This is an optimization exercise on Yosys and OpenROAD, whose aim is small area and few clock cycles per item, not a production implementation.
Only simulation tests tie the RTL to the original design; equivalence was not proved.
No activity file was given, so power comes from the tool's default toggle rates.

job 8626:
// Task1B
module Task1B(
  input clk,
  input reset,
  input t0,
  input t1,
  input t2,
  input t3,
  input t4,
  input t5,
  input t6,
  input t7,
  input tsent,
  output reg trecieve,
  output reg tx,
  output reg [7:0] crc );
For scale: roughly 2500 cells after synthesis, roughly 2100 flip-flops, about 21 I/O pins, ~46000 um2 of cells after synthesis.
clock: 8.0 ns
lec_check: 0
cap_margin: 0
core_margin: 2
core_utilization: 70
cts_buf_list: sky130_fd_sc_hd__clkbuf_8
cts_cluster_diameter: 50
cts_cluster_size: 18
place_density: 0.8
slew_margin: 0
run.sh (not shown) runs the stock make flow with config.mk's settings and CLKGATE_MAP_FILE= SYNTH_SCRIPT=/design/flow/synth_recipe.tcl, a recipe that flattens the netlist after the stock synthesis.
Testbench counts of job 8626, summed over its fixed seeds: cycles 460,976, bytes 4,800.
Modified inputs, job 4470 compared to job 8626
==> flow/config.mk <==
export PLATFORM = sky130hd
export DESIGN_NAME = Task1B
export DESIGN_NICKNAME = Task1B
export VERILOG_FILES = /design/flow/design.v
export SDC_FILE = /design/flow/constraint.sdc
export NUM_CORES = 4
export LEC_CHECK = 0
export ABC_AREA = 1
export CAP_MARGIN = 20
export CORE_MARGIN = 2
export CORE_UTILIZATION = 70
export CTS_BUF_LIST = sky130_fd_sc_hd__clkbuf_16
export CTS_CLUSTER_DIAMETER = 40
export CTS_CLUSTER_SIZE = 30
export PLACE_DENSITY = 0.8
export SLEW_MARGIN = 20
## What came out
- On total power: job 4470 sits above job 8626.
- Job 4470 against job 8626: final area rose by about 7%; via count now sits higher; switching power of the nets saw an increase.
- Compared job 4470 vs job 8626, and cell depth of the worst flop-to-flop path is up in job 4470.
- Between job 8626 and job 4470, the data-path buffer share of cell area in the final layout does not differ in any meaningful way.
- Looking at maximum frequency across both flows, job 4470 is the stronger of the two, with job 8626 trailing.
- Utilization, job 4470 and job 8626: lower on job 8626
- Between job 8626 and job 4470, met1 layer usage reported by global route increased.
[inputs] job 5425 vs job 4470
diff --git a/flow/config.mk b/flow/config.mk
--- a/flow/config.mk
+++ b/flow/config.mk
@@ -11,5 +11,5 @@
 export CORE_UTILIZATION = 70
-export CTS_BUF_LIST = sky130_fd_sc_hd__clkbuf_16
+export CTS_BUF_LIST = sky130_fd_sc_hd__clkbuf_8
 export CTS_CLUSTER_DIAMETER = 40
-export CTS_CLUSTER_SIZE = 30
+export CTS_CLUSTER_SIZE = 16
 export PLACE_DENSITY = 0.8
Results
Job 5425 has global-route usage below what job 4470 had. From job 4470 to job 5425 the numbers moved as follows: met3 demand-to-capacity share in global routing went down by 0.16 points; area of all placed cells without fillers saw a decrease.
diff inputs: job 5425 => job 4021
==> flow/flow/run.sh (new file) <==
#!/bin/bash
# Standard layout, with the clock tree options passed straight to CTS.
cp standard.sh standard_copy.sh.txt
export CTS_ARGS="-sink_clustering_enable -repair_clock_nets -sink_clustering_size 18 -sink_clustering_max_diameter 50 -buf_list sky130_fd_sc_hd__clkbuf_8"
bash standard.sh > standard.log 2>&1
==> flow/standard.sh (new file) <==
#!/bin/bash
# synth_recipe.tcl (not shown) runs the flow's synth.tcl, then flattens the netlist and writes it again
# the make line also repeats each setting of config.mk as NAME=value (left out here)
make -C /OpenROAD-flow-scripts/flow DESIGN_CONFIG=/design/flow/config.mk WORK_HOME=/design/flow/orfs CLKGATE_MAP_FILE= SYNTH_SCRIPT=/design/flow/synth_recipe.tcl "${@:-finish}"
diff --git a/flow/config.mk b/flow/config.mk
--- a/flow/config.mk
+++ b/flow/config.mk
@@ -7,3 +7,2 @@
 export LEC_CHECK = 0
-export ABC_AREA = 1
 export CAP_MARGIN = 20
@@ -12,4 +11,4 @@
 export CTS_BUF_LIST = sky130_fd_sc_hd__clkbuf_8
-export CTS_CLUSTER_DIAMETER = 40
-export CTS_CLUSTER_SIZE = 16
+export CTS_CLUSTER_DIAMETER = 50
+export CTS_CLUSTER_SIZE = 18
 export PLACE_DENSITY = 0.8
removed: flow/run.sh
Results
Area of the multi-input gates ended up 2.1% higher on job 4021 than on job 5425.
Changes observed in job 4021 relative to job 5425: wire length has decreased; worst path setup slack after routing has increased.
The following lists how job 2515 was set up differently from job 4021:
==> flow/run.sh (new file) <==
#!/bin/bash
# synth_recipe.tcl (not shown) runs the flow's synth.tcl, then flattens the netlist and writes it again
# the make line also repeats each setting of config.mk as NAME=value (left out here)
make -C /OpenROAD-flow-scripts/flow DESIGN_CONFIG=/design/flow/config.mk WORK_HOME=/design/flow/orfs CLKGATE_MAP_FILE= SYNTH_SCRIPT=/design/flow/synth_recipe.tcl finish
removed: flow/flow/run.sh
removed: flow/standard.sh
==> comparison <==
Changes observed in job 2515 relative to job 4021: utilization of the core after routing did not really move, maximum buffer depth of the clock tree did not really move, number of antenna violations at the first check in global routing did not really move.
Job 4021 -> job 2515: power delta 0, exact match
Reported for job 2515 and job 4021, wire length per cell after detailed routing turned out identical to the last digit.
From job 2515 to job 4021, switching power as a share of total power did not move at all.
The share of the clock period used by the worst path on job 2515 is in line with that on job 4021.
Critical path arrival across job 2515 and job 4021: no real change.
Re proportion of register bits with asynchronous set or reset after synthesis: no difference whatsoever between job 4021 and job 2515.
Diff job 4021 -> job 2515: final instance area flat, synthesized area divided by synthesized cell count about even.
### job 2515 -> job 4644
==> flow/config.mk <==
export PLATFORM = sky130hd
export DESIGN_NAME = Task1B
export DESIGN_NICKNAME = Task1B
export VERILOG_FILES = /design/flow/design.v
export SDC_FILE = /design/flow/constraint.sdc
export NUM_CORES = 4
export LEC_CHECK = 0
export CAP_MARGIN = 0
export CORE_MARGIN = 2
export CORE_UTILIZATION = 70
export CTS_BUF_LIST = sky130_fd_sc_hd__clkbuf_8
export CTS_CLUSTER_DIAMETER = 45
export CTS_CLUSTER_SIZE = 20
export PLACE_DENSITY = 0.9
export SLEW_MARGIN = 0
==> comparison <==
- Job 4644 vs. job 2515: total number of vias went up by 4.6%.
- Compared to job 2515, job 4644 shows a narrower setup margin.
- Sequential share of layout area: job 4644 < job 2515
- Job 4644 and job 2515 ended up with roughly the same share of the clock period used by the worst path.
- Met2 routing resource usage after global routing: job 4644 vs job 2515 up 6.6 points

[re-timing with driven ports]
No port has a modelled driver above. Below, the same layouts with a new extraction and two added sets of constraints. Step 1, drivers: a clkbuf_16 drives clk and a buf_2 each remaining input, both assumed. Step 2 also shifts input and output timing later by t, the mid clock arrival at the registers, as if the neighbouring blocks saw the same clock. Three values: ideal ports, drivers, drivers and shift; two values: the first two.
run	t (ns)	setup slack, ns	hold WS [ns]	worst data-port slew with drivers (ns)
job 8626	0.839	4.129 / 4.162 / 3.323	0.305 / 0.305 / 0.305	0.05
job 4470	0.787	4.310 / 4.310 / 3.683	0.292 / 0.292 / 0.292	0.05
job 5425	0.863	4.265 / 4.265 / 3.774	0.294 / 0.294 / 0.294	0.05
job 4021	0.840	4.565 / 4.501 / 3.876	0.301 / 0.301 / 0.301	0.05
job 2515	0.840	4.565 / 4.501 / 3.876	0.301 / 0.301 / 0.301	0.05
job 4644	0.851	4.556 / 4.495 / 3.851	0.317 / 0.317 / 0.317	0.07
After both steps every run listed still meets setup and hold. The setup slack of job 8626, which loses most, moves by +0.033 ns with the drivers and by -0.806 ns with both steps.
